This design comes from an exercise in tuning for small area on the open sky130 flow, not from production work. RTL that was checked went through simulation tests only; none was proved equivalent to the original.

Design fir, start of the top module:
module fir(
    input clk,
    input rst,
    input signed [15:0] x_in,
    output reg signed [31:0] y_out
);
Settings: LEC_CHECK=0, CAP_MARGIN=20, CORE_MARGIN=2, CORE_UTILIZATION=60, CTS_BUF_LIST=sky130_fd_sc_hd__clkbuf_8, CTS_CLUSTER_DIAMETER=70, CTS_CLUSTER_SIZE=18, PLACE_DENSITY=0.75, SLEW_MARGIN=20, SYNTH_HIERARCHICAL=1, SYNTH_MINIMUM_KEEP_SIZE=0; clock period 12.0 ns.
standard.sh (not shown) runs the stock make flow with config.mk's settings and CLKGATE_MAP_FILE= SYNTH_SCRIPT=/design/flow/synth_recipe.tcl, a recipe that flattens the netlist after the stock synthesis.
==> flow/flow/run.sh <==
#!/bin/bash
# Own flow: the standard layout, except that the port buffers that
# global placement inserts are the smallest buffer cell (buf_1) instead of
# the default choice.  Everything else (synthesis, floorplan, power grid,
# CTS, routing) is the standard flow run through standard.sh.
set -euo pipefail
export BUFFER_PORTS_ARGS="-buffer_cell sky130_fd_sc_hd__buf_1"
bash standard.sh > standard.log 2>&1
Next try:
==> flow/flow/run.sh (replaced) <==
#!/bin/bash
# Own flow: the standard layout (standard.sh) with two changes:
#  - the port buffers that global placement inserts are the smallest buffer
#    cell (buf_1) instead of the default choice;
#  - clock tree synthesis does not add dummy loads.
set -euo pipefail
export BUFFER_PORTS_ARGS="-buffer_cell sky130_fd_sc_hd__buf_1"
export CTS_ARGS="-sink_clustering_enable -repair_clock_nets -sink_clustering_size 18 -sink_clustering_max_diameter 70 -buf_list sky130_fd_sc_hd__clkbuf_8 -dont_use_dummy_load"
bash standard.sh > standard.log 2>&1
Routed wire length hardly moves.
Hold slack got worse by 0.0049 ns.
Final area decreases slightly.
Setup slack gets better by 0.011 ns.
Via count goes down slightly.
Register-to-register slack stays flat.
Clock skew went up by 0.048 ns.
Die area does not change.
Area after synthesis is unchanged.
Final cell count drops slightly.

========
fir, a different RTL version from the one above (not shown whole).
Size in the first run: roughly 1100 cells after synthesis, about 50 I/O pins, roughly 19000 um^2 of cells after synthesis.
clock: 12.0 ns
lec_check: 0
cap_margin: 20
core_margin: 2
core_utilization: 60
cts_buf_list: sky130_fd_sc_hd__clkbuf_8
cts_cluster_diameter: 70
cts_cluster_size: 18
place_density: 0.75
slew_margin: 20
synth_hierarchical: 1
synth_minimum_keep_size: 0
==> flow/flow/run.sh <==
#!/bin/bash
# Own flow: the standard layout (standard.sh) with two changes:
#  - the port buffers that global placement inserts are the smallest buffer
#    cell (buf_1) instead of the default choice;
#  - clock tree synthesis does not add dummy loads.
set -euo pipefail
export BUFFER_PORTS_ARGS="-buffer_cell sky130_fd_sc_hd__buf_1"
export CTS_ARGS="-sink_clustering_enable -repair_clock_nets -sink_clustering_size 12 -sink_clustering_max_diameter 50 -buf_list {sky130_fd_sc_hd__clkbuf_4 sky130_fd_sc_hd__clkbuf_8} -dont_use_dummy_load"
bash standard.sh > standard.log 2>&1
The starting point went through all stages and came out clean.
==> next run, changes <==
==> flow/flow/run.sh (replaced) <==
#!/bin/bash
# Own flow: the standard layout (standard.sh) with two changes:
#  - the port buffers that global placement inserts are the smallest buffer
#    cell (buf_1) instead of the default choice;
#  - clock tree synthesis does not add dummy loads.
set -euo pipefail
export BUFFER_PORTS_ARGS="-buffer_cell sky130_fd_sc_hd__buf_1"
export CTS_ARGS="-sink_clustering_enable -repair_clock_nets -sink_clustering_size 18 -sink_clustering_max_diameter 70 -buf_list sky130_fd_sc_hd__clkbuf_8 -dont_use_dummy_load"
bash standard.sh > standard.log 2>&1
- CORE_UTILIZATION: 60 -> 70
- PLACE_DENSITY: 0.75 -> 0.85
Register-to-register slack got worse by 40 ps.
Cell area is lower by about 1%.
Wire length is lower by 4.1%.
Utilization is higher by 9.4 points.
Worst setup slack got worse by 40 ps.
Synthesized area does not change.
Die area is lower by 14%.
Worst hold slack stays flat.
Count of clock-buffer cells in the layout is lower by 9.
==> next run, changes <==
- CAP_MARGIN: 20 -> 0
- CORE_UTILIZATION: 70 -> 60
- PLACE_DENSITY: 0.85 -> 0.75
- SLEW_MARGIN: 20 -> 0
Clock-buffer cell count is lower by 1. Global-route usage is lower by 3.4 points. Non-clock buffer count is higher by 7.
==> next run, changes <==
- CAP_MARGIN: 0 -> 20
- SLEW_MARGIN: 0 -> 20
Effect:
- die area stays the same
- wire length is unchanged
==> next run, changes <==
- CAP_MARGIN: 20 -> 8
- SLEW_MARGIN: 20 -> 8
Outcome: Die area does not change; setup slack stays the same; via count does not change; utilization stays the same.

========
## job 7413
fir again, from the RTL that the note above started with.
clock: 12.0 ns
lec_check: 0
cap_margin: 20
core_margin: 2
core_utilization: 60
cts_buf_list: sky130_fd_sc_hd__clkbuf_8
cts_cluster_diameter: 70
cts_cluster_size: 18
gpl_timing_driven: 0
place_density: 0.75
slew_margin: 20
synth_hierarchical: 1
synth_minimum_keep_size: 0
==> flow/flow/run.sh <==
#!/bin/bash
# Own flow: the standard layout (standard.sh) with two changes:
#  - the port buffers that global placement inserts are the smallest buffer
#    cell (buf_1) instead of the default choice;
#  - clock tree synthesis does not add dummy loads.
set -euo pipefail
export BUFFER_PORTS_ARGS="-buffer_cell sky130_fd_sc_hd__buf_1"
export CTS_ARGS="-sink_clustering_enable -repair_clock_nets -sink_clustering_size 18 -sink_clustering_max_diameter 70 -buf_list sky130_fd_sc_hd__clkbuf_8 -dont_use_dummy_load"
bash standard.sh > standard.log 2>&1
What job 8951 does differently from job 7413 at the input level:
- CTS_CLUSTER_SIZE changed from 18 to 22
- CTS_CLUSTER_DIAMETER changed from 70 to 80
- GPL_TIMING_DRIVEN removed (was 0)
--- a/flow/flow/run.sh
+++ b/flow/flow/run.sh
@@ -7,3 +7,3 @@
 export BUFFER_PORTS_ARGS="-buffer_cell sky130_fd_sc_hd__buf_1"
-export CTS_ARGS="-sink_clustering_enable -repair_clock_nets -sink_clustering_size 18 -sink_clustering_max_diameter 70 -buf_list sky130_fd_sc_hd__clkbuf_8 -dont_use_dummy_load"
+export CTS_ARGS="-sink_clustering_enable -repair_clock_nets -sink_clustering_size 22 -sink_clustering_max_diameter 80 -buf_list sky130_fd_sc_hd__clkbuf_8 -dont_use_dummy_load"
 bash standard.sh > standard.log 2>&1
--- outcome ---
- Job 7413 → job 8951: detail-routed via count per cell now larger; global routing met2 resource utilization rose by 0.63 points; via count grew by 110; growth of design area from synthesis to finish saw a decrease; routed wire length +5.2%.
Modified inputs, job 3921 compared to job 8951
- swapping 80 for 70 in CTS_CLUSTER_DIAMETER
- swapping 22 for 18 in CTS_CLUSTER_SIZE
--- a/flow/flow/run.sh
+++ b/flow/flow/run.sh
@@ -7,3 +7,3 @@
 export BUFFER_PORTS_ARGS="-buffer_cell sky130_fd_sc_hd__buf_1"
-export CTS_ARGS="-sink_clustering_enable -repair_clock_nets -sink_clustering_size 22 -sink_clustering_max_diameter 80 -buf_list sky130_fd_sc_hd__clkbuf_8 -dont_use_dummy_load"
+export CTS_ARGS="-sink_clustering_enable -repair_clock_nets -sink_clustering_size 10 -sink_clustering_max_diameter 40 -buf_list sky130_fd_sc_hd__clkbuf_4 -dont_use_dummy_load"
 bash standard.sh > standard.log 2>&1
Findings:
[compare] base=job 8951 new=job 3921: clock latency reported for the late side of the worst-skew pair +0.11 ns; global routing usage on met2 flat; number of filler instances in the final layout climbed about 0.55%.
Final core utilization of job 8951 is on par with job 3921.
Compared to job 8951, the routing of job 3921 uses more wire.
Worst setup slack: job 8951 vs job 3921, no meaningful difference
Count of flip-flops with a built-in enable after synthesis came out exactly the same in job 3921 and job 8951.
Comparing job 3921 with job 8951, the achievable frequency came out essentially unchanged.

========
fir, a different RTL version from the one above (not shown whole).
For scale: about 1100 cells after synthesis, ~290 flip-flops, about 50 I/O pins, about 19000 um2 of cells after synthesis.
export LEC_CHECK = 0
export CAP_MARGIN = 20
export CORE_MARGIN = 2
export CORE_UTILIZATION = 60
export CTS_BUF_LIST = sky130_fd_sc_hd__clkbuf_8
export CTS_CLUSTER_DIAMETER = 70
export CTS_CLUSTER_SIZE = 18
export GPL_TIMING_DRIVEN = 0
export PLACE_DENSITY = 0.75
export SLEW_MARGIN = 20
export SYNTH_HIERARCHICAL = 1
export SYNTH_MINIMUM_KEEP_SIZE = 0
create_clock -name core_clock -period 12.0 [get_ports {clk}]
==> flow/flow/run.sh <==
#!/bin/bash
# Own flow: the standard layout (standard.sh) with two changes:
#  - the port buffers that global placement inserts are the smallest buffer
#    cell (buf_1) instead of the default choice;
#  - clock tree synthesis does not add dummy loads.
set -euo pipefail
export BUFFER_PORTS_ARGS="-buffer_cell sky130_fd_sc_hd__buf_1"
export CTS_ARGS="-sink_clustering_enable -repair_clock_nets -sink_clustering_size 18 -sink_clustering_max_diameter 70 -buf_list sky130_fd_sc_hd__clkbuf_8 -dont_use_dummy_load"
bash standard.sh > standard.log 2>&1
Edit:
--- a/flow/config.mk
+++ b/flow/config.mk
@@ -8,10 +8,9 @@
 export CAP_MARGIN = 20
 export CORE_MARGIN = 2
-export CORE_UTILIZATION = 60
+export CORE_UTILIZATION = 70
 export CTS_BUF_LIST = sky130_fd_sc_hd__clkbuf_8
 export CTS_CLUSTER_DIAMETER = 70
 export CTS_CLUSTER_SIZE = 18
-export GPL_TIMING_DRIVEN = 0
-export PLACE_DENSITY = 0.75
+export PLACE_DENSITY = 0.85
 export SLEW_MARGIN = 20
 export SYNTH_HIERARCHICAL = 1
The new run finished clean.
Worst hold slack hardly moves.
Cell area barely changes.
Via count climbs by 3.9%.
Non-clock buffer count climbs by 24.
Die area drops by 14%.
Utilization climbs by 11 points.
Worst setup slack is worse by 0.023 ns.
No functional check of the RTL was part of any run of this note.

========
the reference run:
fir, a different RTL version from the one above (not shown whole).
For scale: about 1100 cells after synthesis, about 290 flip-flops, ~50 I/O pins, ~21000 µm² of cells after synthesis.
export LEC_CHECK = 0
export CAP_MARGIN = 20
export CORE_MARGIN = 2
export CORE_UTILIZATION = 60
export CTS_BUF_LIST = sky130_fd_sc_hd__clkbuf_8
export CTS_CLUSTER_DIAMETER = 80
export CTS_CLUSTER_SIZE = 20
export PLACE_DENSITY = 0.75
export SLEW_MARGIN = 20
export SYNTH_HIERARCHICAL = 1
export SYNTH_MINIMUM_KEEP_SIZE = 0
create_clock -name core_clock -period 12.0 [get_ports {clk}]
run.sh (not shown) runs the stock make flow with config.mk's settings and CLKGATE_MAP_FILE= SYNTH_SCRIPT=/design/flow/synth_recipe.tcl, a recipe that flattens the netlist after the stock synthesis.
Stock flow here: none of the scripts above is used.
What the trial run does differently from the reference run at the input level:
-- flow/config.mk --
<<< the reference run, line 10
export CORE_UTILIZATION = 60
>>> the trial run, line 10
export CORE_UTILIZATION = 40
<<< the reference run, line 14
export PLACE_DENSITY = 0.75
>>> the trial run, line 14
export PLACE_DENSITY = 0.6
--- outcome ---
- Result: PASS for each of the reference run and the trial run
- Per the comparison of the trial run with the reference run, DRC violation count after routing about even; via count fell 2.9%; mean number of vias per cell fell 15%.
- On worst setup margin, the reference run and the trial run are basically level.

==> afterwards: timing with drivers on the ports <==
In the flow no input, the clock included, has a driving cell. The finished layouts below were timed again as built, in two steps. Step 1 (the two cells are an assumption about what drives the block):
set clk [get_ports {clk}]
set_driving_cell -lib_cell sky130_fd_sc_hd__clkbuf_16 $clk
set_driving_cell -lib_cell sky130_fd_sc_hd__buf_2 [delete_from_list [all_inputs] $clk]
Step 2 moves the port delays by t, midway between the first and last clock arrival at a register: inputs arrive t later, outputs are due t later. That takes back most of the time a late clock gives input paths. Slacks: no drivers / after step 1 / after step 2; pairs: no drivers / after step 1.
run	shift t [ns]	setup slack, ns	slew at the worst register clock pin (ns)
the first run of note 1	0.628	0.272 / 0.272 / 0.272	0.11 / 0.11
the second run of note 1	0.604	0.283 / 0.283 / 0.283	0.11 / 0.11
the first run of note 2	0.636	0.312 / 0.312 / 0.312	0.08 / 0.08
the second run of note 2	0.591	0.273 / 0.273 / 0.273	0.11 / 0.11
the third run of note 2	0.605	0.275 / 0.275 / 0.275	0.11 / 0.11
the fourth run of note 2	0.605	0.275 / 0.275 / 0.275	0.11 / 0.11
the fifth run of note 2	0.605	0.275 / 0.275 / 0.275	0.11 / 0.11
job 7413	0.608	0.263 / 0.263 / 0.263	0.11 / 0.11
job 8951	0.587	0.305 / 0.305 / 0.305	0.12 / 0.12
job 3921	0.696	0.306 / 0.306 / 0.306	0.11 / 0.11
the first run of note 4	0.594	0.244 / 0.244 / 0.244	0.11 / 0.11
the second run of note 4	0.591	0.221 / 0.221 / 0.221	0.11 / 0.11
the reference run	0.629	0.947 / 0.947 / 0.947	0.12 / 0.12
the trial run	0.653	0.945 / 0.945 / 0.945	0.12 / 0.12
After both steps setup and hold are still met in every run listed.
